Source: an optimization exercise on an open RTL-to-GDS flow (aim: small area and a short achievable clock period). Production flows keep margins and buffers that such runs may drop.
RTL that was checked went through simulation tests only; none was proved equivalent to the original.
The RTL of run 8 was laid out without a check of its function.
The clock cells of runs 2 to 8 come from the design's own scripts or RTL, not from TritonCTS.
The clock input has no modelled driver; a real chip could not lean on it and would need a root buffer or a full tree.
Power and IR drop assume default switching activity.

==> config.mk <==
export PLATFORM = sky130hd
export DESIGN_NAME = radix_2_butterfly
export DESIGN_NICKNAME = radix_2_butterfly
export VERILOG_FILES = /design/flow/design.v
export SDC_FILE = /design/flow/constraint.sdc
export NUM_CORES = 4
export LEC_CHECK = 0
export CAP_MARGIN = 20
export CORE_MARGIN = 2
export CORE_UTILIZATION = 40
export SLEW_MARGIN = 20
==> constraint.sdc <==
create_clock -name core_clock -period 3.0 [get_ports {clkIn}]
set_input_delay 0.6000 -clock core_clock [delete_from_list [all_inputs] [get_ports {clkIn}]]
set_output_delay 0.6000 -clock core_clock [all_outputs]
set_load 0.01 [all_outputs]
==> design.v <==
parameter REAL_DATA_WIDTH = 32;
typedef logic[REAL_DATA_WIDTH-1:0] RealDataType;
function automatic RealDataType unpackReal(input RealDataType arg, input int NUM_BITS);
    if (NUM_BITS > REAL_DATA_WIDTH) begin
        $error("Attempted to grab %d bits from %d bit RealDataType", NUM_BITS, REAL_DATA_WIDTH);
    end
    unpackReal = arg >> (REAL_DATA_WIDTH - NUM_BITS);
endfunction
function automatic RealDataType packReal(input RealDataType arg, input int NUM_BITS);
    if (NUM_BITS > REAL_DATA_WIDTH) begin
        $error("Attempted to pack %d bits in %d bit RealDataType", NUM_BITS, REAL_DATA_WIDTH);
    end
    packReal = arg << (REAL_DATA_WIDTH - NUM_BITS);
endfunction
typedef struct packed {
    RealDataType re;
    RealDataType im;
} ComplexType;
typedef logic[2*REAL_DATA_WIDTH-1:0] ComplexLogicType;
function automatic ComplexLogicType complexToLogic(input ComplexType arg);
    complexToLogic = {arg.im, arg.re};
endfunction
function automatic ComplexType logicToComplex(input ComplexLogicType arg);
    logicToComplex = {arg[2*REAL_DATA_WIDTH-1:REAL_DATA_WIDTH], arg[REAL_DATA_WIDTH-1:0]};
endfunction
`timescale 1ns/1ns
module radix_2_butterfly #(
    parameter DATA_WIDTH = 16
) (
    input  logic       clkIn,
    input  logic       rstIn,
    input  logic       enIn,
    input  logic       validIn,
    input  ComplexType dataIn,
    output logic       validOut,
    output ComplexType dataOut
);
    localparam int LW = DATA_WIDTH / 2;          
    localparam int HW = DATA_WIDTH + 1 - LW;     
    logic       stateR;      
    logic       bInvR;       
    logic [2:0] validR;
    always_ff @(posedge clkIn) begin
        if (rstIn) begin
            stateR <= 1'b0;
            validR <= 3'b000;
        end else if (enIn) begin
            if (validIn) stateR <= ~stateR;
            validR <= {validR[1:0], validIn};
        end
    end
    logic signed [DATA_WIDTH-1:0] inRe, inIm;
    assign inRe = dataIn[63 -: DATA_WIDTH];
    assign inIm = dataIn[31 -: DATA_WIDTH];
    function automatic logic [HW:0] prefixAdd(input logic [HW-1:0] a,
                                              input logic [HW-1:0] b,
                                              input logic cin);
        logic [HW-1:0] p, g, gg, pp, gn, pn;
        p  = a ^ b;
        g  = a & b;
        gg = g;
        pp = p;
        gg[0] = g[0] | (p[0] & cin);
        for (int l = 0; (1 << l) < HW; l++) begin
            gn = gg;
            pn = pp;
            for (int i = 0; i < HW; i++) begin
                if ((i >> l) & 1) begin
                    gn[i] = gg[i] | (pp[i] & gg[((i >> l) << l) - 1]);
                    pn[i] = pp[i] & pp[((i >> l) << l) - 1];
                end
            end
            gg = gn;
            pp = pn;
        end
        prefixAdd = {gg[HW-1], p ^ {gg[HW-2:0], cin}};
    endfunction
    function automatic logic lowCarry(input logic [LW-1:0] a,
                                      input logic [LW-1:0] b,
                                      input logic cin);
        logic [HW:0] s;
        s = prefixAdd(HW'(a), HW'(b), cin);
        lowCarry = s[LW];
    endfunction
    logic signed [DATA_WIDTH-1:0] x0ReR, x0ImR, aReR, aImR, bReR, bImR;
    logic                         cReR, cImR;
    logic signed [DATA_WIDTH:0]   outReR, outImR;
    logic [HW:0] lowRe, lowIm, highRe, highIm;
    assign lowRe  = prefixAdd(HW'(aReR[LW-1:0]), HW'(bReR[LW-1:0]), bInvR);
    assign lowIm  = prefixAdd(HW'(aImR[LW-1:0]), HW'(bImR[LW-1:0]), bInvR);
    assign highRe = prefixAdd({aReR[DATA_WIDTH-1], aReR[DATA_WIDTH-1:LW]},
                              {bReR[DATA_WIDTH-1], bReR[DATA_WIDTH-1:LW]}, cReR);
    assign highIm = prefixAdd({aImR[DATA_WIDTH-1], aImR[DATA_WIDTH-1:LW]},
                              {bImR[DATA_WIDTH-1], bImR[DATA_WIDTH-1:LW]}, cImR);
    always_ff @(posedge clkIn) begin
        if (enIn) begin
            if (stateR) begin
                aReR  <= x0ReR;
                aImR  <= x0ImR;
                bReR  <= inRe;
                bImR  <= inIm;
                bInvR <= 1'b0;
                cReR  <= lowCarry(x0ReR[LW-1:0], inRe[LW-1:0], 1'b0);
                cImR  <= lowCarry(x0ImR[LW-1:0], inIm[LW-1:0], 1'b0);
            end else begin
                x0ReR <= inRe;
                x0ImR <= inIm;
                bReR  <= ~bReR;
                bImR  <= ~bImR;
                bInvR <= ~bInvR;
                cReR  <= lowCarry(aReR[LW-1:0], ~bReR[LW-1:0], ~bInvR);
                cImR  <= lowCarry(aImR[LW-1:0], ~bImR[LW-1:0], ~bInvR);
            end
            outReR <= {highRe[HW-1:0], lowRe[LW-1:0]};
            outImR <= {highIm[HW-1:0], lowIm[LW-1:0]};
        end
    end
    assign dataOut.re = {outReR, {(32-DATA_WIDTH-1){1'b0}}};
    assign dataOut.im = {outImR, {(32-DATA_WIDTH-1){1'b0}}};
    assign validOut   = validR[2];
endmodule
==> flow/run.sh <==
#!/bin/bash
set -euo pipefail
bash standard.sh ADDER_MAP_FILE= ABC_AREA=1 MATCH_CELL_FOOTPRINT=0 SETUP_SLACK_MARGIN=1.45 BUFFER_PORTS_ARGS=-buffer_cell\ sky130_fd_sc_hd__buf_2 finish > orfs_flow.log 2>&1
==> standard.sh <==
#!/bin/bash
# synth_recipe.tcl (not shown) runs the flow's synth.tcl, then flattens the netlist and writes it again
# the make line also repeats each setting of config.mk as NAME=value (left out here)
make -C /OpenROAD-flow-scripts/flow DESIGN_CONFIG=/design/flow/config.mk WORK_HOME=/design/flow/orfs CLKGATE_MAP_FILE= SYNTH_SCRIPT=/design/flow/synth_recipe.tcl "${@:-finish}"
==> results of run 1 <==
metrics by stage:
step | hold slack [ps] | instance area [um^2]
after global routing | 363.2 | 8049
after global placement | 401.2 | 7076
after detailed placement | 406.1 | 7076
after floorplan | 400.3 | 6658
final | 381.8 | 8049
after CTS | 360.2 | 7689
cells by family after synthesis:
| kind of cell | count (synthesis) | synth area share |
|---|---|---|
| XOR/XNOR | 21 | 0.02814 |
| buffers and inverters | 113 | 0.08212 |
| other | 1 | 0.0005737 |
| flip-flops | 137 | 0.6233 |
| AO/OA/AOI/OAI | 74 | 0.05800 |
| AND/OR/NAND/NOR | 321 | 0.2079 |
cell type report:
class	instances	area, um^2	share of cell area
tap	216	270.3	0.03358
multi-input combinational	446	2178	0.2706
clock inverter	14	180.2	0.02238
inverter	75	285.3	0.03544
sequential	137	4078	0.5066
timing repair buffer	102	628.1	0.07804
clock buffer	18	429.2	0.05332
power by group through the flow:
stage / clock (mW) / sequential [mW] / combinational, mW
4_1_cts: 2.19 / 2.38 / 0.560
6_report: 2.14 / 2.38 / 0.634
5_1_grt: 2.27 / 2.39 / 0.717
3_3_place_gp: 0 / 2.41 / 0.538
3_5_place_dp: 0 / 2.42 / 0.557
2_1_floorplan: 0 / 2.42 / 0.376
registers in the layout (all words and copies together), names as in the netlist, 3 cells and up:
name	flops
outImR	17
validR	3
aImR	16
x0ReR	16
bImR	16
x0ImR	16
bReR	16
aReR	16
outReR	17
timing repair:
action,CTS,global route
pin swaps,0,20
setup endpoints to repair,41,55
resized for setup,1,45
hold endpoints to repair,0,0
hold buffers,0,0
buffers inserted,0,27
path summary, 6_finish.rpt:
kind	start	endpoint	cells past startpoint
setup reg to reg	bImR[2]	outImR[7]	10
hold / removal	dataIn[57]	x0ReR[9]	1
setup / recovery	outImR[0]	dataOut[15]	1
hold reg to reg	x0ReR[14]	aReR[14]	0
layer usage:
metal  share of wire  global-route usage  wire [um]  vias up
met5               0                   0          0        -
met4           0.014             0.05797        166        0
met3           0.032             0.03614        382       14
met2            0.52              0.2531       6305       68
met1            0.43              0.1608       5235     2090
li1                -                   -          -     2349
layout by cell type (no fill, tap or decap), drive strengths merged, types with 8 or more instances in the layout:
| cell type | n |
|---|---|
| buf | 102 |
| clkbuf | 18 |
| nand2 | 214 |
| nor2 | 67 |
| inv | 74 |
| a21oi | 17 |
| or2 | 13 |
| clkinv | 8 |
| o21ai | 55 |
| nand3 | 22 |
| edfxtp | 133 |
| conb | 30 |
| xor2 | 16 |
==> impl_metrics.json, run 1 <==
{
  "die_h_um": 131.8,
  "p_per_area_nw_per_um2": 639.8,
  "fin_crit_sh": 0.5281,
  "clkSlewWorstSetupHoldPaths_ps": 60,
  "root_buffer": "clkbuf_16",
  "cts_tree": "done",
  "hpwl_mm": 8.093,
  "p_comb_frac": 0.123,
  "num_rows": 46,
  "overflow": 0,
  "synthesis.instances": 667,
  "power.share.sequential": 0.461,
  "critPathKind": "reg2out",
  "worst_setup_path_start_kind": "flop",
  "ant_nets": 0,
  "fin_worst_skew_ps": 7.167,
  "worst_pin_slew_ps": 914.9,
  "fin_setup_tns_ps": 0,
  "crit_fanout": 1,
  "synth_common_cells": "nand2_1 (194), edfxtp_1 (133), inv_1 (70)",
  "synthFlopType": "edfxtp_1",
  "ys_ff_latch": 137,
  "antenna_cells": 0,
  "vias": 4521,
  "fin_util": 0.5049,
  "dp_slack_ps": 1099,
  "finalSetupViolCount": 0,
  "cts_buffers": 17,
  "p_int_mw": 3.928,
  "ys_warn_count": 1,
  "first_global_vias": 4278,
  "worstPathBufferInverterCount": 1,
  "grt_max_degree": 68,
  "yosys-top-cells-area": "edfxtp_1 (61%), nand2_1 (11%), inv_1 (4.0%)",
  "switching_power_mw": 1.222,
  "drt-vias-per-instance": 4.485,
  "syn_area_per_cell_um2": 9.800,
  "netlist_area_um2": 6536,
  "switching_share": 0.2374,
  "cp-end-kind": "primary output",
  "finalHoldViolCount": 0,
  "slowest_delay_ps": 410,
  "seq_area_frac_synth": 0.6233,
  "insertion_delay_ps": 410,
  "cap_viol_max_count": 0,
  "ioPinCount": 133,
  "setup_slack_ps": 1416,
  "crit_chain": "buf_2",
  "drt_wl_total_mm": 12.09,
  "synth_edf_count": 133,
  "maxSlewViolCount": 0,
  "synth_cell_types": 27,
  "synth_top_cell_by_area": "edfxtp_1",
  "synth_top_area_frac": 0.6110,
  "critical_path_required_ps": 2400,
  "dr.first_iter.drc_count": 223,
  "clockBufferDepth": 2,
  "drc_errors": 0,
  "rrSetupSlack_ps": 1490,
  "grt_pass1_wl_mm": 19.59,
  "clock_sinks": 137,
  "wl_per_cell_um": 11.99,
  "core-area_um2": 15940,
  "initial_core_util": 0.4100,
  "fin_nets": 847,
  "max_freq_mhz": 631.2,
  "slowest_stage": "edfxtp_1",
  "port_buffers": 70,
  "yosysMostFrequentCell": "nand2_1",
  "placed_cells": 949,
  "outcome": "complete, no violations",
  "die_area_um2": 17380,
  "syn_to_final_growth_pct": 23.14,
  "die_w_um": 131.8,
  "vdd_drop_max_mv": 0.3932,
  "clkPwrFrac": 0.416,
  "instances_no_fill": 1008,
  "finalPower_mw": 5.150,
  "drive_gt1_frac": 0.2563,
  "rsz0062_at_grt": "yes",
  "cts_max_level": 4,
  "fin_crit_ps": 1584,
  "nFillCells": 1428,
  "dr.pass1.iters": 4,
  "gp_congestion": 0.7973,
  "async_flop_share": 0,
  "antenna_found_initial": 0,
  "path_delay_family": "flip-flops",
  "max-slew-margin-rel": 0.3900,
  "hold_path_class": "in2reg",
  "grt_util_all_layers": 0.1413,
  "crit_arrival_ps": 980,
  "leakage_nw": 3.564
}
==> inputs of run 2 (changes only) <==
==> flow/run.sh (replaced) <==
#!/bin/bash
# Layout flow: the standard ORFS flow (standard.sh) with these changes:
#  - synthesis: no full/half adder cell extraction before ABC (ADDER_MAP_FILE
#    empty) and ABC's delay-driven mapping script (ABC_AREA=1);
#  - resizing may change a cell's footprint (MATCH_CELL_FOOTPRINT=0);
#  - ports buffered with buf_2;
#  - repair_timing aims for SETUP_SLACK_MARGIN of slack;
#  - the clock tree is built by flow/cts_manual.tcl (the clock port drives
#    4 clkbuf_16, each driving the flip-flops of one quarter of the core)
#    instead of TritonCTS.
# Each step's output goes to a log file of its own in this folder.
set -euo pipefail
K=(ADDER_MAP_FILE= ABC_AREA=1 MATCH_CELL_FOOTPRINT=0 SETUP_SLACK_MARGIN=1.4 CORE_UTILIZATION=60
   "BUFFER_PORTS_ARGS=-buffer_cell sky130_fd_sc_hd__buf_2")
bash standard.sh "${K[@]}" place > 1_synth_place.log 2>&1
bash standard.sh "${K[@]}" run RUN_SCRIPT="$PWD/flow/cts_manual.tcl" > 2_cts_manual.log 2>&1
bash standard.sh "${K[@]}" finish > 3_route_finish.log 2>&1
==> flow/cts_manual.tcl (new file) <==
utl::set_metrics_stage "cts__{}"
source $::env(SCRIPTS_DIR)/load.tcl
erase_non_stage_variables cts
load_design 3_place.odb 3_place.sdc

set_dont_use $::env(DONT_USE_CELLS)

set nbuf 4
if { [info exists ::env(CLK_NBUF)] } { set nbuf $::env(CLK_NBUF) }
set bufCell sky130_fd_sc_hd__clkbuf_16
if { [info exists ::env(CLK_BUF_CELL)] } { set bufCell $::env(CLK_BUF_CELL) }

set db [ord::get_db]
set block [ord::get_db_block]
set clkNet [$block findNet clkIn]
set master [$db findMaster $bufCell]

# sinks: every instance pin on the clock net
set sinks {}
foreach it [$clkNet getITerms] {
  set inst [$it getInst]
  set bb [$inst getBBox]
  set x [expr {([$bb xMin] + [$bb xMax]) / 2}]
  set y [expr {([$bb yMin] + [$bb yMax]) / 2}]
  lappend sinks [list $x $y $it]
}
puts "manual cts: [llength $sinks] sinks, $nbuf buffers of $bufCell"

proc split_groups { groups axis } {
  set out {}
  foreach g $groups {
    set s [lsort -integer -index $axis $g]
    set h [expr {[llength $s] / 2}]
    lappend out [lrange $s 0 [expr {$h - 1}]] [lrange $s $h end]
  }
  return $out
}

set groups [list $sinks]
set axis 0
while { [llength $groups] < $nbuf } {
  set groups [split_groups $groups $axis]
  set axis [expr {1 - $axis}]
}

set k 0
foreach g $groups {
  set sx 0
  set sy 0
  foreach s $g {
    set sx [expr {$sx + [lindex $s 0]}]
    set sy [expr {$sy + [lindex $s 1]}]
  }
  set n [llength $g]
  set cx [expr {$sx / $n}]
  set cy [expr {$sy / $n}]
  set inst [odb::dbInst_create $block $master "clkbuf_man_$k"]
  set net [odb::dbNet_create $block "clknet_man_$k"]
  $net setSigType CLOCK
  [$inst findITerm A] connect $clkNet
  [$inst findITerm X] connect $net
  foreach s $g {
    set it [lindex $s 2]
    $it disconnect
    $it connect $net
  }
  $inst setLocation [expr {$cx - [$master getWidth] / 2}] [expr {$cy - [$master getHeight] / 2}]
  $inst setPlacementStatus PLACED
  puts "manual cts: clkbuf_man_$k drives $n sinks around ($cx, $cy)"
  incr k
}
$clkNet setSigType CLOCK

set_propagated_clock [all_clocks]
estimate_parasitics -placement

set_placement_padding -global \
  -left $::env(CELL_PAD_IN_SITES_DETAIL_PLACEMENT) \
  -right $::env(CELL_PAD_IN_SITES_DETAIL_PLACEMENT)
detailed_placement
estimate_parasitics -placement
report_clock_latency
report_clock_skew

if { !$::env(SKIP_CTS_REPAIR_TIMING) } {
  repair_timing_helper
  detailed_placement
  check_placement -verbose
}

report_metrics 4 "cts final"

orfs_write_db $::env(RESULTS_DIR)/4_1_cts.odb
orfs_write_sdc $::env(RESULTS_DIR)/4_cts.sdc
==> run 2 against run 1 <==
Still clean on timing, DRC and antenna; combinational power is 6.9% lower; die area is 32% lower; clock skew is 4.4 ps higher; routed wire length is 11% lower; global-route usage is 4.0 points higher; first-iteration DRC count is 12% lower; clock power is 68% lower; highest routed layer unchanged.
==> impl_metrics.json, run 2 <==
{
  "hold_path_class": "reg2reg",
  "seq_area_frac_synth": 0.6233,
  "synth_xor_area_frac": 0.02814,
  "clkSlewWorstSetupHoldPaths_ps": 120,
  "synth_compound_area_frac": 0.05800,
  "ys_warn_count": 1,
  "drc_errors": 0,
  "p_per_area_nw_per_um2": 502.3,
  "rsz0062_at_grt": "yes",
  "synth_cell_types": 27,
  "cp-end-kind": "flop",
  "synthFlopType": "edfxtp_1",
  "syn_to_final_growth_pct": 11.26,
  "crit_arrival_ps": 1470,
  "fin_setup_tns_ps": 0,
  "synthesis.instances": 667,
  "drt_wl_total_mm": 10.78,
  "hpwl_mm": 7.692,
  "vdd_drop_max_mv": 0.4032,
  "critical_path_required_ps": 2940,
  "die_h_um": 108.4,
  "yosys-top-cells-area": "edfxtp_1 (61%), nand2_1 (11%), inv_1 (4.0%)",
  "synth_simple_gate_area_share": 0.2079,
  "core-area_um2": 10750,
  "fin_worst_skew_ps": 11.58,
  "wl_per_cell_um": 12.09,
  "die_w_um": 108.4,
  "fin_crit_sh": 0.5087,
  "yosys-mux-area-fraction": 0,
  "antenna_cells": 0,
  "leakage_nw": 3.233,
  "outcome": "complete, no violations",
  "critPathKind": "reg2reg",
  "reg_top3": "outImR: 17 flops, outReR: 17 flops",
  "finalSetupViolCount": 0,
  "first_global_vias": 4081,
  "worst_setup_path_start_kind": "flop",
  "dr.first_iter.drc_count": 197,
  "initial_core_util": 0.6083,
  "dr.pass1.iters": 5,
  "drt-vias-per-instance": 4.897,
  "synth_edf_count": 133,
  "die_area_um2": 11750,
  "ioPinCount": 133,
  "mostFrequentLayoutCell": "nand2_1",
  "synth_top_family_by_area": "simple AND/OR/NAND/NOR gates",
  "grt_util_all_layers": 0.1811,
  "overflow": 0,
  "drive_gt1_frac": 0.1944,
  "max_freq_mhz": 655.3,
  "fin_nets": 821,
  "ys_ff_latch": 137,
  "insertion_delay_ps": 180,
  "num_rows": 38,
  "port_buffers": 70,
  "maxSlewViolCount": 0,
  "netlist_area_um2": 6536,
  "syn_area_per_cell_um2": 9.800,
  "gp_congestion": 0.7478,
  "synth_top_cell_by_area": "edfxtp_1",
  "synth_common_cells": "nand2_1 (194), edfxtp_1 (133), inv_1 (70)",
  "grt_max_degree": 61,
  "fin_crit_ps": 1526,
  "finalHoldViolCount": 0,
  "yosys.area_share.adder": 0,
  "vias": 4363,
  "yosysMostFrequentCell": "nand2_1",
  "grt_pass1_wl_mm": 17.39,
  "async_flop_share": 0,
  "synth_top_area_frac": 0.6110,
  "ant_nets": 0,
  "antenna_found_initial": 0,
  "cap_viol_max_count": 0,
  "finalPower_mw": 3.653,
  "layout_common_cells": "nand2_1 (185), edfxtp_1 (133), inv_1 (69), buf_2 (69), nor2_1 (56)",
  "crit_fanout": 4
}
[run 2: cell counts after synthesis]
Identical to the previous run, type by type.
[run 2: per-layer routing]
metal	vias up	GRT usage	wire length [um]
met1	1985	0.2336	4651
li1	2277	-	-
met3	16	0.007836	397
met2	85	0.3441	5500
met5	-	0	0
met4	0	0.03114	227
[run 2: worst paths after layout]
kind             from         to  slack [ps]  cells past startpoint
max           bImR[1]  outImR[7]        1470                     10
min          x0ReR[8]    aReR[8]         430                      0
max reg2reg   bImR[1]  outImR[7]        1470                     10
min reg2reg  x0ReR[8]    aReR[8]         430                      0
[run 2: cells by family (layout without fill, tap and decap cells)]
kind of cell,after synthesis,in the layout
AOI/OAI and AO/OA,74,74
xor gates and xnor gates,21,21
buffers and inverters,113,168
DFF,137,137
other,1,30
and+or+nand+nor,321,321
[run 2: per-stage QoR]
step           worst slack [ps]  utilization  hold slack, ps  std cells  instance area, um^2
6_report                   1474       0.6768           431.2        891                 7272
5_1_grt                    1326       0.6768           441.4        891                 7272
3_5_place_dp              906.5       0.6487           405.2        872                 6970
3_3_place_gp              897.1       0.6487           400.6        872                 6970
2_1_floorplan              1097            -           400.3        696                 6653
[run 2: worst max-delay path, cell delays in order (launching register included)]
cell and delay (ps):
edfxtp_1 450, inv_1 100, nand2_2 60, nand2_2 80, nand3_1 80, nand2_2 110, nand2_1 70, nand2_2 120
nand2_2 60, nand3b_1 80, nand2_1 60
[run 2: final cells by class]
class,count,area (um^2)
plain buffers,4,100.1
fillers,866,3473
inverters,75,285.3
multi-input cells,446,2102
flip-flops and latches,137,4075
well taps,140,175.2
repair buffers,88,526.8
repair inverters,1,7.507
[run 2: power by group]
group	switching (mW)	internal (mW)
combinational	0.364	0.226
clock	0.444	0.250
sequential	0.0765	2.29
==> inputs of run 3 (changes only) <==
--- a/flow/run.sh
+++ b/flow/run.sh
@@ -10,7 +10,7 @@
 #    instead of TritonCTS.
 # Each step's output goes to a log file of its own in this folder.
 set -euo pipefail
-K=(ADDER_MAP_FILE= ABC_AREA=1 MATCH_CELL_FOOTPRINT=0 SETUP_SLACK_MARGIN=1.4 CORE_UTILIZATION=60
+K=(ADDER_MAP_FILE= ABC_AREA=1 MATCH_CELL_FOOTPRINT=0 SETUP_SLACK_MARGIN=1.4 CORE_UTILIZATION=70
    "BUFFER_PORTS_ARGS=-buffer_cell sky130_fd_sc_hd__buf_2")
 bash standard.sh "${K[@]}" place > 1_synth_place.log 2>&1
 bash standard.sh "${K[@]}" run RUN_SCRIPT="$PWD/flow/cts_manual.tcl" > 2_cts_manual.log 2>&1
==> run 3 against run 2 <==
Critical path depth is 6 lower; hold slack better by 1.0 ps; flip-flop and latch count stayed put; first-iteration DRC count is 14% lower; via count is 1.1% higher; global-route usage is 2.6 points higher; die area is 14% lower; synthesized cell count stayed put; largest power group unchanged.
==> impl_metrics.json, run 3 <==
{
  "whs_path_depth": 0,
  "ys_ff_latch": 137,
  "rr_worst_depth": 9,
  "fin_crit_sh": 0.5117,
  "antenna_cells": 0,
  "insertion_delay_ps": 180,
  "p_per_area_nw_per_um2": 503.2,
  "drc_errors": 0,
  "outcome": "complete, no violations",
  "synth_top_cell_by_area": "edfxtp_1",
  "async_flop_share": 0,
  "maxSlewViolCount": 0,
  "leakage_nw": 3.221,
  "layout_common_cells": "nand2_1 (190), edfxtp_1 (133), buf_2 (70), inv_1 (68), nor2_1 (52)",
  "clkSlewWorstSetupHoldPaths_ps": 120,
  "mostFrequentLayoutCell": "nand2_1",
  "ant_nets": 0,
  "syn_to_final_growth_pct": 10.47,
  "finalSetupViolCount": 0,
  "rsz0062_at_grt": "yes",
  "critPathLaunch": "enIn",
  "first_global_vias": 4097,
  "rr_endpoint": "outImR[14]",
  "synth_top_area_frac": 0.6110,
  "synth_cell_types": 27,
  "vdd_drop_max_mv": 0.4726,
  "r2r-start": "bImR[11]",
  "instances_no_fill": 860,
  "die_area_um2": 10130,
  "dr.first_iter.drc_count": 170,
  "synth_edf_count": 133,
  "synthesis.instances": 667,
  "reg_top3": "outImR: 17 flops, outReR: 17 flops",
  "ys_warn_count": 1,
  "critPathKind": "in2reg",
  "port_buffers": 70,
  "wl_per_cell_um": 12.47,
  "fin_setup_tns_ps": 0,
  "drive_gt1_frac": 0.1949,
  "fin_crit_ps": 1535,
  "grt_util_all_layers": 0.2067,
  "hold_path_class": "reg2reg",
  "max_freq_mhz": 651.5,
  "netlist_area_um2": 6536,
  "crit_arrival_ps": 1400,
  "fin_nets": 819,
  "ioPinCount": 133,
  "yosys-top-cells-area": "edfxtp_1 (61%), nand2_1 (11%), inv_1 (4.0%)",
  "antenna_found_initial": 0,
  "cap_viol_max_count": 0,
  "grt_max_degree": 69,
  "initial_core_util": 0.7141,
  "fin_worst_skew_ps": 10.07,
  "crit_fanout": 32,
  "die_h_um": 100.6,
  "drt-vias-per-instance": 5.130,
  "rrSetupSlack_ps": 1480,
  "worstSetupEndpoint": "x0ReR[8]",
  "die_w_um": 100.6,
  "placed_cells": 842,
  "hpwl_mm": 7.592,
  "critical_path_required_ps": 2870,
  "num_rows": 35,
  "cp-end-kind": "flop",
  "synthFlopType": "edfxtp_1",
  "finalHoldViolCount": 0,
  "seq_area_frac_synth": 0.6233,
  "gp_congestion": 0.7963,
  "grt_pass1_wl_mm": 17.24,
  "worst_setup_path_start_kind": "input pin",
  "place_area_um2": 6914,
  "postLayoutCellArea_um2": 7221,
  "core-area_um2": 9153,
  "syn_area_per_cell_um2": 9.800,
  "drt_wl_total_mm": 10.72,
  "yosysMostFrequentCell": "nand2_1",
  "whs_ps": 432.3,
  "dr.pass1.iters": 4,
  "vias": 4412,
  "overflow": 0,
  "synth_common_cells": "nand2_1 (194), edfxtp_1 (133), inv_1 (70)"
}
==> run 3: cell counts after synthesis <==
No cell type changed its count.
==> run 3: where the power goes <==
part | switching (mW) | internal, mW | total (mW)
clock | 0.427 | 0.250 | 0.677
combinational | 0.369 | 0.223 | 0.592
sequential | 0.0731 | 2.29 | 2.36
==> run 3: metrics by stage <==
stage / setup WS, ps / total power, mW / utilization
2_1_floorplan: 1097 / 2.797 / -
3_3_place_gp: 975.0 / 2.926 / 0.7554
3_5_place_dp: 944.1 / 2.961 / 0.7554
5_1_grt: 1378 / 3.794 / 0.7889
6_report: 1465 / 3.633 / 0.7889
==> run 3: worst max-delay path, cell delays in order <==
cell    delay [ps]
buf_2          250
inv_1          160
nor2_4         120
buf_8          270
==> run 3: worst min-delay path by stage <==
stage                     slack (ps)       from       end
final                            430  x0ImR[14]  aImR[14]
after global routing             440  x0ImR[12]  aImR[12]
after CTS                        430  x0ImR[12]  aImR[12]
after detailed placement         400  x0ImR[12]  aImR[12]
after global placement           400  x0ReR[14]  aReR[14]
after floorplan                  400  x0ImR[10]  aImR[10]
==> run 3: logic make-up (layout without fill, tap and decap cells) <==
family,Yosys count,count (layout),synth area share
AO/OA/AOI/OAI,74,74,0.05800
other,1,30,0.0005737
XOR/XNOR,21,21,0.02814
AND/OR/NAND/NOR,321,321,0.2079
buffers and inverters,113,166,0.08212
flip-flops,137,137,0.6233
==> run 3: metal layers <==
layer | vias to the layer above | share of wire | routed length [um] | global-route usage
met3 | 14 | 0.053 | 570 | 0.01248
met1 | 2002 | 0.41 | 4379 | 0.2630
met5 | - | 0 | 0 | 0
met2 | 118 | 0.52 | 5585 | 0.3908
li1 | 2278 | - | - | -
met4 | 0 | 0.017 | 187 | 0.04320
==> run 3: area by class of cell <==
type | instances | area, um^2
Fill cell | 587 | 1932
Timing Repair inverter | 1 | 7.507
Timing Repair Buffer | 86 | 501.7
Tap cell | 111 | 138.9
Multi-Input combinational cell | 446 | 2112
Inverter | 75 | 285.3
Sequential cell | 137 | 4075
Buffer | 4 | 100.1
==> inputs of run 4 (changes only) <==
--- a/flow/run.sh
+++ b/flow/run.sh
@@ -10,7 +10,7 @@
 #    instead of TritonCTS.
 # Each step's output goes to a log file of its own in this folder.
 set -euo pipefail
-K=(ADDER_MAP_FILE= ABC_AREA=1 MATCH_CELL_FOOTPRINT=0 SETUP_SLACK_MARGIN=1.4 CORE_UTILIZATION=70
+K=(ADDER_MAP_FILE= ABC_AREA=1 MATCH_CELL_FOOTPRINT=0 SETUP_SLACK_MARGIN=1.6
    "BUFFER_PORTS_ARGS=-buffer_cell sky130_fd_sc_hd__buf_2")
 bash standard.sh "${K[@]}" place > 1_synth_place.log 2>&1
 bash standard.sh "${K[@]}" run RUN_SCRIPT="$PWD/flow/cts_manual.tcl" > 2_cts_manual.log 2>&1
==> run 4 against run 3 <==
Largest cell class unchanged; critical endpoint is now outReR[12]; still clean on timing, DRC and antenna; final area grew 12%; flip-flop and latch count is the same; sequential power is essentially flat; critical path type is now reg2reg.
==> impl_metrics.json, run 4 <==
{
  "outcome": "complete, no violations",
  "drc_errors": 0,
  "synth_compound_area_frac": 0.05800,
  "fin_nets": 873,
  "ant_nets": 0,
  "yosys.area_share.adder": 0,
  "p_per_area_nw_per_um2": 473.1,
  "register_area_um2": 4078,
  "clkSlewWorstSetupHoldPaths_ps": 120,
  "synth_cell_types": 27,
  "antenna_found_initial": 0,
  "die_w_um": 131.8,
  "synthFlopType": "edfxtp_1",
  "grt-busiest-layer": "met2",
  "reg_top3": "outImR: 17 flops, outReR: 17 flops",
  "synth_top_area_frac": 0.6110,
  "drt-vias-per-instance": 4.629,
  "wl_per_cell_um": 12.94,
  "synth_xor_area_frac": 0.02814,
  "crit_arrival_ps": 1440,
  "finalSetupViolCount": 0,
  "async_flop_share": 0,
  "drt_wl_total_mm": 13.19,
  "leakage_nw": 3.585,
  "use_met1": 0.1703,
  "grt.met2_usage": 0.2818,
  "core-area_um2": 15940,
  "ys_ff_latch": 137,
  "synth_common_cells": "nand2_1 (194), edfxtp_1 (133), inv_1 (70)",
  "fin_util": 0.5087,
  "insertion_delay_ps": 180,
  "vdd_drop_max_mv": 0.3381,
  "fin_crit_ps": 1497,
  "synthesis.instances": 667,
  "maxSlewViolCount": 0,
  "finalHoldViolCount": 0,
  "fin_setup_tns_ps": 0,
  "synth_simple_gate_area_share": 0.2079,
  "fin_crit_sh": 0.4990,
  "first_global_vias": 4542,
  "multi_input_area_um2": 2422,
  "gp_congestion": 0.8389,
  "grt_pass1_wl_mm": 21.00,
  "layout_common_cells": "nand2_1 (163), edfxtp_1 (133), buf_2 (68), buf_4 (60), inv_1 (59)",
  "netlist_area_um2": 6536,
  "syn_area_per_cell_um2": 9.800,
  "fin_worst_skew_ps": 4.319,
  "cp-end-kind": "flop",
  "grt_util_all_layers": 0.1416,
  "seq_area_frac_synth": 0.6233,
  "dr.first_iter.drc_count": 246,
  "max_freq_mhz": 668.1,
  "dr.pass1.iters": 4,
  "rsz0062_at_grt": "yes",
  "nFillCells": 1431,
  "yosys-top-cells-area": "edfxtp_1 (61%), nand2_1 (11%), inv_1 (4.0%)",
  "syn_to_final_growth_pct": 24.08,
  "ys_warn_count": 1,
  "drive_gt1_frac": 0.3387,
  "critPathKind": "reg2reg",
  "num_rows": 46,
  "mostFrequentLayoutCell": "nand2_1",
  "die_h_um": 131.8,
  "die_area_um2": 17380,
  "synth_top_cell_by_area": "edfxtp_1",
  "overflow": 0,
  "yosys-mux-area-fraction": 0,
  "critical_path_required_ps": 2950,
  "antenna_cells": 0,
  "worst_setup_path_start_kind": "flop",
  "initial_core_util": 0.4100,
  "hpwl_mm": 8.428,
  "grt_use_met3": 0.008843,
  "crit_fanout": 4,
  "port_buffers": 70,
  "grt_max_degree": 36,
  "whs_ps": 433.8,
  "synth_top_family_by_area": "simple AND/OR/NAND/NOR gates",
  "vias": 4717,
  "yosysMostFrequentCell": "nand2_1",
  "ioPinCount": 133,
  "synth_edf_count": 133,
  "hold_path_class": "reg2reg",
  "cap_viol_max_count": 0
}
-- run 4: cell counts after synthesis --
No cell type changed its count.
-- run 4: worst paths after layout --
| check | cells after the start | slack [ps] | end | from |
|---|---|---|---|---|
| min | 0 | 430 | aImR[10] | x0ImR[10] |
| max reg2reg | 8 | 1500 | outReR[12] | aReR[8] |
| max | 8 | 1500 | outReR[12] | aReR[8] |
| min reg2reg | 0 | 430 | aImR[10] | x0ImR[10] |
-- run 4: cell families (layout without fill, tap and decap cells) --
logic type,count (synthesis),count (layout)
AOI/OAI and AO/OA,74,74
buffers and inverters,113,220
and+or+nand+nor,321,321
other,1,30
DFF,137,137
xor gates and xnor gates,21,21
-- run 4: critical path: stages (launching register included) --
cell and delay, ps:
edfxtp_1 430, nor2_2 160, o21ai_2 80, nand2_1 70, nand2_2 70, nand2_2 80
nand2_4 90, buf_4 150, xor2_1 140
-- run 4: power by group --
group / switching [mW] / total, mW / internal [mW]
registers: 0.0764 / 2.37 / 2.29
logic: 0.443 / 0.768 / 0.325
clock network: 0.450 / 0.701 / 0.251
-- run 4: per-layer routing --
metal | routed length (um) | vias up
li1 | - | 2371
met3 | 361 | 11
met4 | 193 | 0
met5 | 0 | -
met2 | 7205 | 73
met1 | 5427 | 2262
-- run 4: per-stage QoR --
stage	setup WS [ps]	area, um^2	power, mW	cells
3_5_place_dp	1117	7109	2.981	950
5_1_grt	1397	8110	4.030	1019
2_1_floorplan	1441	6691	2.803	696
6_report	1503	8110	3.837	1019
3_3_place_gp	1135	7109	2.952	950
-- run 4: final cells by class --
class                           count  area share
Sequential cell                   137      0.5028
Inverter                           75     0.03517
Timing Repair Buffer              141      0.1177
Multi-Input combinational cell    446      0.2987
Tap cell                          216     0.03332
Buffer                              4     0.01234
==> inputs of run 5 (changes only) <==
--- a/flow/run.sh
+++ b/flow/run.sh
@@ -10,7 +10,7 @@
 #    instead of TritonCTS.
 # Each step's output goes to a log file of its own in this folder.
 set -euo pipefail
-K=(ADDER_MAP_FILE= ABC_AREA=1 MATCH_CELL_FOOTPRINT=0 SETUP_SLACK_MARGIN=1.6
+K=(ADDER_MAP_FILE= ABC_AREA=1 MATCH_CELL_FOOTPRINT=0 SETUP_SLACK_MARGIN=1.2
    "BUFFER_PORTS_ARGS=-buffer_cell sky130_fd_sc_hd__buf_2")
 bash standard.sh "${K[@]}" place > 1_synth_place.log 2>&1
 bash standard.sh "${K[@]}" run RUN_SCRIPT="$PWD/flow/cts_manual.tcl" > 2_cts_manual.log 2>&1
==> run 5 against run 4 <==
Die area stayed put; maximum frequency shrank 11%; flip-flop and latch count is the same; first-iteration DRC count grew 17%; hold slack worse by 19 ps; clock power about the same; clock skew up 8.9 ps; via count down 7.6%; combinational power decreased by 28%; sequential power hardly changed; critical path type is now in2reg; highest routed layer unchanged.
==> impl_metrics.json, run 5 <==
{
  "outcome": "complete, no violations",
  "rr_worst_depth": 3,
  "fin_crit_ps": 1685,
  "finalHoldViolCount": 0,
  "worstPathBufferInverterCount": 2,
  "synth_xor_area_frac": 0.02814,
  "syn_to_final_growth_pct": 9.782,
  "vdd_drop_max_mv": 0.3411,
  "num_rows": 46,
  "async_flop_share": 0,
  "dp_slack_ps": 1075,
  "gp_congestion": 0.8257,
  "wl_per_cell_um": 11.97,
  "cp-end-kind": "flop",
  "synthesis.instances": 667,
  "vias": 4358,
  "cpMostUsedCell": "buf_4",
  "mostFrequentLayoutCell": "nand2_1",
  "min_from": "x0ImR[9]",
  "worst_setup_path_start_kind": "input pin",
  "hold_path_class": "reg2reg",
  "maxSlewViolCount": 0,
  "fin_nets": 807,
  "grt_pass1_wl_mm": 18.77,
  "switching_share": 0.2429,
  "die_h_um": 131.8,
  "port_buffers": 70,
  "insertion_delay_ps": 180,
  "dr.pass1.iters": 7,
  "yosys.area_share.adder": 0,
  "grt_max_degree": 68,
  "drive_gt1_frac": 0.1588,
  "whs_path_depth": 0,
  "grt_util_all_layers": 0.1269,
  "worst_pin_slew_ps": 911.0,
  "dr.first_iter.drc_count": 289,
  "path_delay_family": "buffers and inverters",
  "finalSetupViolCount": 0,
  "critical_path_required_ps": 2810,
  "drt_wl_total_mm": 11.41,
  "critPathKind": "in2reg",
  "die_area_um2": 17380,
  "rsz0062_at_grt": "no",
  "p_int_mw": 2.743,
  "rr_endpoint": "aImR[4]",
  "synthFlopType": "edfxtp_1",
  "yosys-top-cells-area": "edfxtp_1 (61%), nand2_1 (11%), inv_1 (4.0%)",
  "reg_top3": "outImR: 17 flops, outReR: 17 flops",
  "synth_common_cells": "nand2_1 (194), edfxtp_1 (133), inv_1 (70)",
  "finalPower_mw": 3.623,
  "synth_cell_types": 27,
  "whs_ps": 414.9,
  "fin_setup_tns_ps": 0,
  "fin_worst_skew_ps": 13.26,
  "clkSlewWorstSetupHoldPaths_ps": 120,
  "max_freq_mhz": 593.4,
  "seq_area_frac_synth": 0.6233,
  "antenna_found_initial": 0,
  "holdPathEnd": "aImR[9]",
  "syn_area_per_cell_um2": 9.800,
  "ant_nets": 0,
  "synth_top_cell_by_area": "edfxtp_1",
  "yosys-mux-area-fraction": 0,
  "crit_fanout": 67,
  "clkPwrFrac": 0.193,
  "rrSetupSlack_ps": 1430,
  "max-slew-margin-rel": 0.3927,
  "synth_simple_gate_area_share": 0.2079,
  "layout_common_cells": "nand2_1 (194), edfxtp_1 (133), inv_1 (69), buf_2 (69), nor2_1 (59)",
  "netlist_area_um2": 6536,
  "synth_top_family_by_area": "simple AND/OR/NAND/NOR gates",
  "core-area_um2": 15940,
  "initial_core_util": 0.4100,
  "hpwl_mm": 8.341,
  "overflow": 0,
  "ioPinCount": 133,
  "leakage_nw": 3.151,
  "synth_compound_area_frac": 0.05800,
  "setup_slack_ps": 1315,
  "place_area_um2": 7076,
  "ys_warn_count": 1,
  "crit_chain": "buf_4 -> buf_4",
  "synth_top_area_frac": 0.6110,
  "cap_viol_max_count": 0,
  "synth_edf_count": 133,
  "crit_arrival_ps": 1500,
  "drt-vias-per-instance": 4.573,
  "p_comb_frac": 0.153,
  "ys_ff_latch": 137,
  "slowest_delay_ps": 720,
  "power.share.sequential": 0.654,
  "slowest_stage": "buf_4",
  "p_per_area_nw_per_um2": 504.9,
  "switching_power_uw": 880.1,
  "first_global_vias": 4143,
  "drc_errors": 0,
  "r2r-start": "stateR",
  "die_w_um": 131.8,
  "yosysMostFrequentCell": "nand2_1",
  "postLayoutCellArea_um2": 7176,
  "antenna_cells": 0,
  "fin_crit_sh": 0.5617
}
-- run 5: changes by cell type in the layout (fill, tap and decap cells not counted), sizes merged --
cell / before / now
buf: 141 / 75
-- run 5: how the worst max path moves through the flow --
stage	from	end	slack, ps	depth (start not counted)
floorplan	stateR	x0ImR[0]	1090	3
finish	enIn	bImR[9]	1310	2
global route	bInvR	outImR[6]	1220	10
detailed placement	enIn	outImR[16]	1080	2
CTS	enIn	bImR[9]	1290	2
global placement	enIn	bImR[15]	1110	2
-- run 5: power by group through the flow --
stage	Clock [mW]	Combinational, mW	Sequential [mW]
5_1_grt	0.788	0.634	2.39
6_report	0.700	0.553	2.37
2_1_floorplan	0	0.375	2.42
4_1_cts	0.730	0.562	2.37
3_3_place_gp	0	0.537	2.41
3_5_place_dp	0	0.561	2.42
-- run 5: cells by family after synthesis --
| kind of cell | after synthesis |
|---|---|
| and+or+nand+nor | 321 |
| DFF | 137 |
| buffers and inverters | 113 |
| AOI/OAI and AO/OA | 74 |
| xor gates and xnor gates | 21 |
| other | 1 |
-- run 5: area by class of cell --
cell class / instances / area [um^2]
fill: 1529 / 8767
sequential: 137 / 4075
multi-input combinational: 446 / 2042
timing repair buffer: 75 / 402.9
inverter: 75 / 285.3
tap: 216 / 270.3
buffer: 4 / 100.1
-- run 5: stage by stage --
stage          std cells  utilization
3_5_place_dp         949       0.4438
3_3_place_gp         949       0.4438
2_1_floorplan        696            -
5_1_grt              953       0.4501
6_report             953       0.4501
-- run 5: routing by layer --
metal | routed length, um | part of all wire | up-vias | GRT usage
met1 | 4861 | 0.43 | 2015 | 0.1554
met5 | 0 | 0 | - | 0
met4 | 157 | 0.014 | 0 | 0.01449
li1 | - | - | 2245 | -
met3 | 374 | 0.033 | 14 | 0.01038
met2 | 6018 | 0.53 | 84 | 0.2493
==> inputs of run 6 (changes only) <==
--- a/flow/run.sh
+++ b/flow/run.sh
@@ -10,7 +10,7 @@
 #    instead of TritonCTS.
 # Each step's output goes to a log file of its own in this folder.
 set -euo pipefail
-K=(ADDER_MAP_FILE= ABC_AREA=1 MATCH_CELL_FOOTPRINT=0 SETUP_SLACK_MARGIN=1.2
+K=(ADDER_MAP_FILE= ABC_AREA=1 MATCH_CELL_FOOTPRINT=0 SETUP_SLACK_MARGIN=1.3
    "BUFFER_PORTS_ARGS=-buffer_cell sky130_fd_sc_hd__buf_2")
 bash standard.sh "${K[@]}" place > 1_synth_place.log 2>&1
 bash standard.sh "${K[@]}" run RUN_SCRIPT="$PWD/flow/cts_manual.tcl" > 2_cts_manual.log 2>&1
==> run 6 against run 5 <==
Cell count rose by 0.52%; synthesized cell count is the same; critical path depth grew 7; combinational power rose by 2%; clock skew increased by 1.7 ps; sequential share of layout area shrank 0.35 points; routed wire length increased by 0.26%; synthesized area unchanged; hold slack lost 1.3 ps; critical path type is now reg2reg; largest power group unchanged.
==> impl_metrics.json, run 6 <==
{
  "synth_compound_area_frac": 0.05800,
  "syn_area_per_cell_um2": 9.800,
  "wl_met3_um": 357,
  "initial_core_util": 0.4100,
  "p_per_area_nw_per_um2": 502.6,
  "fin_nets": 812,
  "p_comb_frac": 0.155,
  "die_h_um": 131.8,
  "critical_path_required_ps": 2950,
  "route.met2.wl_mm": 6.066,
  "finalHoldViolCount": 0,
  "slowest_stage": "edfxtp_1",
  "hold_path_class": "reg2reg",
  "ys_warn_count": 1,
  "fin_crit_sh": 0.5215,
  "synth_xor_area_frac": 0.02814,
  "rsz0062_at_grt": "yes",
  "met1_length_mm": 4.871,
  "netlist_area_um2": 6536,
  "synth_common_cells": "nand2_1 (194), edfxtp_1 (133), inv_1 (70)",
  "insertion_delay_ps": 180,
  "grt_max_degree": 68,
  "grt_util_all_layers": 0.1269,
  "synth_cell_types": 27,
  "yosys-top-cells-area": "edfxtp_1 (61%), nand2_1 (11%), inv_1 (4.0%)",
  "fin_worst_skew_ps": 14.98,
  "worst_pin_slew_ps": 649.6,
  "layout_common_cells": "nand2_1 (194), edfxtp_1 (133), inv_1 (69), buf_2 (69), nor2_1 (59)",
  "critPathKind": "reg2reg",
  "synthesis.instances": 667,
  "dp_slack_ps": 1075,
  "yosysMostFrequentCell": "nand2_1",
  "switching_share": 0.2426,
  "maxSlewViolCount": 0,
  "num_rows": 46,
  "yosys-mux-area-fraction": 0,
  "synth_top_cell_by_area": "edfxtp_1",
  "ioPinCount": 133,
  "dr.pass1.iters": 4,
  "cp-end-kind": "flop",
  "crit_arrival_ps": 1520,
  "top_layer": "met4",
  "mostFrequentLayoutCell": "nand2_1",
  "antenna_found_initial": 0,
  "cap_viol_max_count": 0,
  "dr.first_iter.drc_count": 273,
  "switching_power_uw": 880.4,
  "wl_per_cell_um": 11.94,
  "drive_gt1_frac": 0.1644,
  "grt_pass1_wl_mm": 18.77,
  "port_buffers": 70,
  "synth_edf_count": 133,
  "async_flop_share": 0,
  "fin_crit_ps": 1565,
  "clkPwrFrac": 0.192,
  "outcome": "complete, no violations",
  "drt-vias-per-instance": 4.550,
  "max_freq_mhz": 639.1,
  "gp_congestion": 0.8257,
  "die_area_um2": 17380,
  "crit_fanout": 4,
  "max-slew-margin-rel": 0.5669,
  "vdd_drop_max_mv": 0.3410,
  "antenna_cells": 0,
  "slowest_delay_ps": 440,
  "ys_ff_latch": 137,
  "syn_to_final_growth_pct": 10.47,
  "synth_top_area_frac": 0.6110,
  "seq_area_frac_synth": 0.6233,
  "yosys.area_share.adder": 0,
  "die_w_um": 131.8,
  "hpwl_mm": 8.341,
  "synth_top_family_by_area": "simple AND/OR/NAND/NOR gates",
  "core-area_um2": 15940,
  "p_int_mw": 2.749,
  "reg_top3": "outImR: 17 flops, outReR: 17 flops",
  "ant_nets": 0,
  "overflow": 0,
  "leakage_nw": 3.177,
  "drc_errors": 0,
  "vias": 4359,
  "worst_setup_path_start_kind": "flop",
  "setup_slack_ps": 1435,
  "drt_wl_total_mm": 11.44,
  "first_global_vias": 4143,
  "power.share.sequential": 0.653,
  "synthFlopType": "edfxtp_1",
  "fin_setup_tns_ps": 0,
  "finalSetupViolCount": 0,
  "synth_simple_gate_area_share": 0.2079,
  "clkSlewWorstSetupHoldPaths_ps": 120,
  "whs_ps": 413.6,
  "crit_chain": "nand2_1 -> inv_1 -> or2_1 -> nor2_1 -> nand2_2 -> nand2_4 -> nand2_2 -> nand3_1 -> nand2_1"
}
==> run 6: cell counts after synthesis <==
Identical to the previous run, type by type.
==> run 6: final cells by class <==
cell class	count	area, um^2
Tap cell	216	270.3
Buffer	4	100.1
Fill cell	1524	8722
Inverter	75	285.3
Multi-Input combinational cell	446	2042
Sequential cell	137	4075
Timing Repair Buffer	80	447.9
==> run 6: worst paths after layout <==
path	startpoint	end	slack (ps)	cells after the start
min reg2reg	x0ImR[9]	aImR[9]	410	0
max reg2reg	bReR[11]	outReR[16]	1440	9
min	x0ImR[9]	aImR[9]	410	0
max	bReR[11]	outReR[16]	1440	9
==> run 6: kinds of logic (layout without fill, tap and decap cells) <==
family	count (synthesis)	count (layout)
AO/OA/AOI/OAI	74	74
buffers and inverters	113	159
other	1	30
XOR/XNOR	21	21
AND/OR/NAND/NOR	321	321
flip-flops	137	137
==> run 6: metrics by stage <==
step	utilization	cells	area, um^2	total power [mW]
floorplan	-	696	6651	2.797
global placement	0.4438	949	7076	2.945
detailed placement	0.4438	949	7076	2.978
global route	0.4529	958	7221	3.822
finish	0.4529	958	7221	3.629
==> run 6: routing by layer <==
metal | vias to the layer above | global-route usage
met5 | - | 0
met4 | 0 | 0.01449
met3 | 10 | 0.01038
met2 | 69 | 0.2493
met1 | 2023 | 0.1554
li1 | 2257 | -
==> run 6: worst max-delay path, delay by kind of cell, from the launching register on <==
kind	cells	cell delay [ps]
and+or+nand+nor	8	840
DFF	1	440
buffers and inverters	1	40
==> run 6: power by group through the flow <==
stage | Sequential, mW | Clock, mW | Combinational [mW]
6_report | 2.37 | 0.698 | 0.562
5_1_grt | 2.39 | 0.788 | 0.643
4_1_cts | 2.37 | 0.730 | 0.562
3_5_place_dp | 2.42 | 0 | 0.561
3_3_place_gp | 2.41 | 0 | 0.537
2_1_floorplan | 2.42 | 0 | 0.375
==> inputs of run 7 (changes only) <==
--- a/flow/run.sh
+++ b/flow/run.sh
@@ -10,7 +10,7 @@
 #    instead of TritonCTS.
 # Each step's output goes to a log file of its own in this folder.
 set -euo pipefail
-K=(ADDER_MAP_FILE= ABC_AREA=1 MATCH_CELL_FOOTPRINT=0 SETUP_SLACK_MARGIN=1.3
+K=(ADDER_MAP_FILE= ABC_AREA=1 MATCH_CELL_FOOTPRINT=0 SETUP_SLACK_MARGIN=1.4
    "BUFFER_PORTS_ARGS=-buffer_cell sky130_fd_sc_hd__buf_2")
 bash standard.sh "${K[@]}" place > 1_synth_place.log 2>&1
 bash standard.sh "${K[@]}" run RUN_SCRIPT="$PWD/flow/cts_manual.tcl" > 2_cts_manual.log 2>&1
==> run 7 against run 6 <==
Critical path depth unchanged; flip-flop and latch count unchanged; clock power up 1%; routed wire length up 1.7%; hold slack better by 20 ps; clock skew down 4.5 ps; die area unchanged; cell count up 0.84%; total power up 0.94%; first-iteration DRC count down 31%; largest power group unchanged; highest routed layer unchanged.
==> impl_metrics.json, run 7 <==
{
  "outcome": "complete, no violations",
  "finalSetupViolCount": 0,
  "register_area_um2": 4078,
  "rrSetupSlack_ps": 1510,
  "drt_wl_total_mm": 11.63,
  "async_flop_share": 0,
  "critPathKind": "reg2reg",
  "yosys-top-cells-area": "edfxtp_1 (61%), nand2_1 (11%), inv_1 (4.0%)",
  "die_area_um2": 17380,
  "reg_top3": "outImR: 17 flops, outReR: 17 flops",
  "p_int_mw": 2.765,
  "drive_gt1_frac": 0.1853,
  "mostFrequentLayoutCell": "nand2_1",
  "drt-vias-per-instance": 4.549,
  "synth_simple_gate_area_share": 0.2079,
  "multi_input_area_um2": 2079,
  "core-area_um2": 15940,
  "netlist_area_um2": 6536,
  "fin_crit_ps": 1489,
  "ioPinCount": 133,
  "drc_errors": 0,
  "yosys.area_share.adder": 0,
  "grt_max_degree": 68,
  "grt_pass1_wl_mm": 18.35,
  "vias": 4394,
  "nFillCells": 1513,
  "ant_nets": 0,
  "gp_congestion": 0.7996,
  "insertion_delay_ps": 180,
  "synth_top_family_by_area": "simple AND/OR/NAND/NOR gates",
  "dr.first_iter.drc_count": 189,
  "layout_common_cells": "nand2_1 (187), edfxtp_1 (133), inv_1 (69), buf_2 (69), nor2_1 (57)",
  "ys_warn_count": 1,
  "fin_setup_tns_ps": 0,
  "wl_per_cell_um": 12.04,
  "switching_power_uw": 898.5,
  "switching_share": 0.2453,
  "hpwl_mm": 8.160,
  "synthesis.instances": 667,
  "vdd_drop_max_mv": 0.3125,
  "critical_path_required_ps": 2960,
  "antenna_found_initial": 0,
  "setup_slack_ps": 1511,
  "synth_cell_types": 27,
  "ys_ff_latch": 137,
  "yosysMostFrequentCell": "nand2_1",
  "rsz0062_at_grt": "yes",
  "crit_fanout": 4,
  "first_global_vias": 4114,
  "synthFlopType": "edfxtp_1",
  "leakage_nw": 3.228,
  "synth_top_cell_by_area": "edfxtp_1",
  "dp_slack_ps": 1089,
  "synth_xor_area_frac": 0.02814,
  "seq_area_frac_synth": 0.6233,
  "p_per_area_nw_per_um2": 499.6,
  "worst_setup_path_start_kind": "flop",
  "initial_core_util": 0.4100,
  "dr.pass1.iters": 4,
  "fin_worst_skew_ps": 10.45,
  "clkSlewWorstSetupHoldPaths_ps": 120,
  "hold_path_class": "reg2reg",
  "overflow": 0,
  "clkPwrFrac": 0.193,
  "max_freq_mhz": 671.4,
  "syn_area_per_cell_um2": 9.800,
  "finalHoldViolCount": 0,
  "crit_arrival_ps": 1450,
  "worst_pin_slew_ps": 649.7,
  "synth_edf_count": 133,
  "synth_top_area_frac": 0.6110,
  "maxSlewViolCount": 0,
  "synth_common_cells": "nand2_1 (194), edfxtp_1 (133), inv_1 (70)",
  "antenna_cells": 0,
  "cap_viol_max_count": 0,
  "cp-end-kind": "flop",
  "fin_nets": 820,
  "num_rows": 46,
  "p_comb_frac": 0.160,
  "die_w_um": 131.8,
  "syn_to_final_growth_pct": 12.19,
  "synth_compound_area_frac": 0.05800,
  "yosys-mux-area-fraction": 0,
  "fin_crit_sh": 0.4965,
  "die_h_um": 131.8,
  "power.share.sequential": 0.647,
  "grt_util_all_layers": 0.1232,
  "port_buffers": 70,
  "max-slew-margin-rel": 0.5669
}
[run 7: changes by cell type in the layout (fill, tap and decap cells not counted)]
cell	previous run	this run
nand2_4	2	3
nand2_2	18	24
dfxtp_4	0	1
nor2_1	59	57
dfxtp_2	1	0
buf_12	1	2
nor2_4	2	4
nand2_1	194	187
buf_4	8	15
[run 7: layout make-up]
type | count | area share
multi-input combinational | 446 | 0.2836
tap | 216 | 0.03685
sequential | 137 | 0.5560
buffer | 4 | 0.01365
inverter | 75 | 0.03890
timing repair buffer | 88 | 0.07098
[run 7: power by group through the flow]
| stage | clock (mW) | combinational (mW) | sequential (mW) |
|---|---|---|---|
| 2_1_floorplan | 0 | 0.375 | 2.42 |
| 3_3_place_gp | 0 | 0.536 | 2.41 |
| 3_5_place_dp | 0 | 0.556 | 2.42 |
| 4_1_cts | 0.727 | 0.563 | 2.37 |
| 5_1_grt | 0.781 | 0.666 | 2.39 |
| 6_report | 0.707 | 0.587 | 2.37 |
[run 7: path summary, 6_finish.rpt]
path	cells past startpoint	to	from
min reg2reg	0	aImR[15]	x0ImR[15]
min	0	aImR[15]	x0ImR[15]
max	9	outImR[16]	bImR[11]
max reg2reg	9	outImR[16]	bImR[11]
[run 7: through the flow]
stage	cell area (um^2)	std cells	total power, mW	hold WS [ps]	utilization
after floorplan	6653	696	2.797	400.3	-
after global placement	7076	949	2.946	401.3	0.4438
after detailed placement	7076	949	2.975	405.2	0.4438
after global routing	7333	966	3.834	441.5	0.4600
final	7333	966	3.664	433.5	0.4600
[run 7: logic make-up after synthesis]
kind of cell | count (synthesis)
AO/OA/AOI/OAI | 74
other | 1
XOR/XNOR | 21
flip-flops | 137
AND/OR/NAND/NOR | 321
buffers and inverters | 113
[run 7: metal layers]
| layer | routed length, um | vias up | global-route usage |
|---|---|---|---|
| li1 | - | 2270 | - |
| met1 | 4875 | 2049 | 0.1490 |
| met2 | 6202 | 64 | 0.2420 |
| met3 | 375 | 11 | 0.01038 |
| met4 | 178 | 0 | 0.01872 |
| met5 | 0 | - | 0 |
[run 7: critical path, stage by stage, from the launching register on]
cell and delay [ps]:
edfxtp_1 440, nand2_1 80, inv_1 40, or2_1 220
nor2_1 120, nand2_2 80, nand2_4 90, nand2_2 60
nand3_1 80, nand2_1 60
==> inputs of run 8 (changes only) <==
--- a/design.v
+++ b/design.v
@@ -61,14 +61,12 @@
         gg = g;
         pp = p;
         gg[0] = g[0] | (p[0] & cin);
-        for (int l = 0; (1 << l) < HW; l++) begin
+        for (int d = 1; d < HW; d = d * 2) begin
             gn = gg;
             pn = pp;
-            for (int i = 0; i < HW; i++) begin
-                if ((i >> l) & 1) begin
-                    gn[i] = gg[i] | (pp[i] & gg[((i >> l) << l) - 1]);
-                    pn[i] = pp[i] & pp[((i >> l) << l) - 1];
-                end
+            for (int i = d; i < HW; i++) begin
+                gn[i] = gg[i] | (pp[i] & gg[i - d]);
+                pn[i] = pp[i] & pp[i - d];
             end
             gg = gn;
             pp = pn;
==> run 8 against run 7 <==
Register-to-register slack worse by 80 ps; synthesized cell count up 3.3%; critical path type unchanged; die area up 1.4%; critical endpoint is now outReR[4]; flip-flop and latch count unchanged; worst setup slack worse by 82 ps; routed wire length rose by 7.9%; total power is 2.2% higher; combinational power rose by 14%; sequential share of layout area shrank 2.2 points.
==> impl_metrics.json, run 8 <==
{
  "synth_simple_gate_area_share": 0.2016,
  "setup_slack_ps": 1428,
  "fin_worst_skew_ps": 6.963,
  "port_buffers": 70,
  "path_delay_family": "flip-flops",
  "vdd_drop_max_mv": 0.3432,
  "initial_core_util": 0.4043,
  "ant_nets": 0,
  "drt_wl_total_mm": 12.55,
  "fin_nets": 850,
  "gp_congestion": 0.8337,
  "cap_viol_max_count": 0,
  "grt_max_degree": 68,
  "dr.pass1.iters": 4,
  "dp_slack_ps": 1019,
  "instances_no_fill": 1000,
  "synth_compound_area_frac": 0.07280,
  "drt-vias-per-instance": 4.651,
  "ys_ff_latch": 137,
  "synth_common_cells": "nand2_1 (187), edfxtp_1 (133), nor2_1 (86)",
  "grt_util_all_layers": 0.1329,
  "synth_top_family_by_area": "simple AND/OR/NAND/NOR gates",
  "placed_cells": 974,
  "netlist_area_um2": 6634,
  "critical_path_required_ps": 3020,
  "p_per_area_nw_per_um2": 490.6,
  "die_h_um": 132.8,
  "fin_crit_sh": 0.5239,
  "yosys.area_share.adder": 0,
  "rrSetupSlack_ps": 1430,
  "slowest_delay_ps": 540,
  "ys_warn_count": 1,
  "antenna_found_initial": 1,
  "synth_cell_types": 35,
  "yosys-top-cells-area": "edfxtp_1 (60%), nand2_1 (11%), nor2_1 (4.9%)",
  "drive_gt1_frac": 0.2346,
  "reg_top3": "outImR: 17 flops, outReR: 17 flops",
  "crit_chain": "inv_4 -> a21oi_4 -> nand2_2 -> nand2_4 -> buf_4 -> a21oi_1 -> xor2_1",
  "synth_edf_count": 133,
  "die_w_um": 132.8,
  "synth_xor_area_frac": 0.02773,
  "synth_top_cell_by_area": "edfxtp_1",
  "worst_pin_slew_ps": 655.7,
  "finalHoldViolCount": 0,
  "synthesis.instances": 689,
  "rsz0062_at_grt": "yes",
  "async_flop_share": 0,
  "grt_pass1_wl_mm": 19.54,
  "core-area_um2": 16410,
  "synth_top_area_frac": 0.6020,
  "max_freq_mhz": 636.2,
  "vias": 4651,
  "hpwl_mm": 8.654,
  "fin_crit_ps": 1572,
  "wl_per_cell_um": 12.55,
  "worstPathBufferInverterCount": 2,
  "syn_to_final_growth_pct": 15.03,
  "insertion_delay_ps": 180,
  "layout_common_cells": "nand2_1 (178), edfxtp_1 (133), buf_2 (69), nor2_1 (64), inv_1 (52)",
  "dr.first_iter.drc_count": 288,
  "cp-end-kind": "flop",
  "crit_fanout": 6,
  "antenna_cells": 0,
  "seq_area_frac_synth": 0.6141,
  "mostFrequentLayoutCell": "nand2_1",
  "whs_ps": 430.9,
  "fin_setup_tns_ps": 0,
  "yosysMostFrequentCell": "nand2_1",
  "hold_path_class": "reg2reg",
  "outcome": "complete, no violations",
  "nFillCells": 1555,
  "worst_setup_path_start_kind": "flop",
  "finalSetupViolCount": 0,
  "leakage_nw": 3.280,
  "num_rows": 47,
  "slowest_stage": "edfxtp_1",
  "synthFlopType": "edfxtp_1",
  "maxSlewViolCount": 0,
  "syn_area_per_cell_um2": 9.628,
  "drc_errors": 0,
  "first_global_vias": 4135,
  "overflow": 0,
  "clkSlewWorstSetupHoldPaths_ps": 120,
  "die_area_um2": 17630,
  "crit_arrival_ps": 1600,
  "max-slew-margin-rel": 0.5629,
  "yosys-mux-area-fraction": 0,
  "ioPinCount": 133,
  "critPathKind": "reg2reg"
}
==> run 8: cell types whose count changed in the layout (fill, tap and decap cells not counted), sizes merged, moves of 5 or more <==
cell   before  now
a31oi       0    5
nand3      22   16
a21oi      17   28
buf        88   96
or2        13    3
nor2       67   93
o21ai      55   50
nand2     214  194
nor3        3   10
==> run 8: worst paths after layout <==
path / depth (start not counted) / end / from
setup reg to reg: 7 / outReR[4] / bInvR
hold / removal: 0 / aReR[13] / x0ReR[13]
hold reg to reg: 0 / aReR[13] / x0ReR[13]
setup / recovery: 7 / outReR[4] / bInvR
==> run 8: cell families (layout without fill, tap and decap cells) <==
group	count (synthesis)	after routing
compound gates	89	89
xor+xnor	21	21
buf+inv	116	178
flops	137	137
other cells	1	30
simple gates	325	325
==> run 8: power by group <==
part	total (mW)	leakage, nW	internal [mW]	switching, mW
registers	2.37	1.31	2.29	0.0785
logic	0.668	1.92	0.255	0.412
clock network	0.706	0.0493	0.251	0.455
==> run 8: layout make-up <==
type / instances / area, um^2 / share of cell area
sequential: 137 / 4078 / 0.5343
tap: 220 / 275.3 / 0.03607
buffer: 4 / 100.1 / 0.01312
multi-input combinational: 465 / 2291 / 0.3002
inverter: 78 / 299.0 / 0.03919
timing repair buffer: 96 / 588.1 / 0.07706
==> run 8: per-layer routing <==
metal  global-route usage  up-vias  part of all wire
met3             0.009195       16             0.044
met5                    0        -           0.00080
met1               0.1782     2121              0.44
li1                     -     2397                 -
met2               0.2409      115              0.50
met4              0.02210        2             0.018
==> run 8: through the flow <==
stage	area, um^2	util	power (mW)
floorplan	6766	-	2.823
global placement	7169	0.4370	2.980
detailed placement	7169	0.4370	3.004
global route	7631	0.4651	3.929
finish	7631	0.4651	3.744

==> afterwards: timing with drivers on the ports <==
The results above use ideal ports. As a check the final layouts listed here were re-extracted and re-timed, cells and wires unchanged. Step 1: set_driving_cell puts a clkbuf_16 on clkIn and a buf_2 on each other input, an assumption about the parent block. Step 2 times the ports against the registers' clock, not the clock port: input delays grow and output delays shrink by t, the midpoint of the rising clock arrivals with the driver on. Three values: ideal ports, drivers, drivers and shift; two values: the first two.
run	t, ns	setup WS [ns]	hold slack, ns	pins driven straight from the clock port
run 1	0.447	1.416 / 1.375 / 1.095	0.382 / 0.363 / 0.413	1
run 2	0.262	1.474 / 1.474 / 1.275	0.431 / 0.431 / 0.431	4
run 3	0.252	1.465 / 1.481 / 1.272	0.432 / 0.432 / 0.432	4
run 4	0.265	1.503 / 1.503 / 1.343	0.434 / 0.434 / 0.434	4
run 5	0.260	1.315 / 1.373 / 1.113	0.415 / 0.415 / 0.415	4
run 6	0.260	1.435 / 1.435 / 1.289	0.414 / 0.414 / 0.414	4
run 7	0.266	1.511 / 1.511 / 1.306	0.433 / 0.434 / 0.434	4
run 8	0.270	1.428 / 1.428 / 1.225	0.431 / 0.431 / 0.431	4
After both steps every run listed still meets setup and hold. For run 1, which loses most, drivers alone change the setup slack by -0.041 ns; drivers and shift together by -0.321 ns.
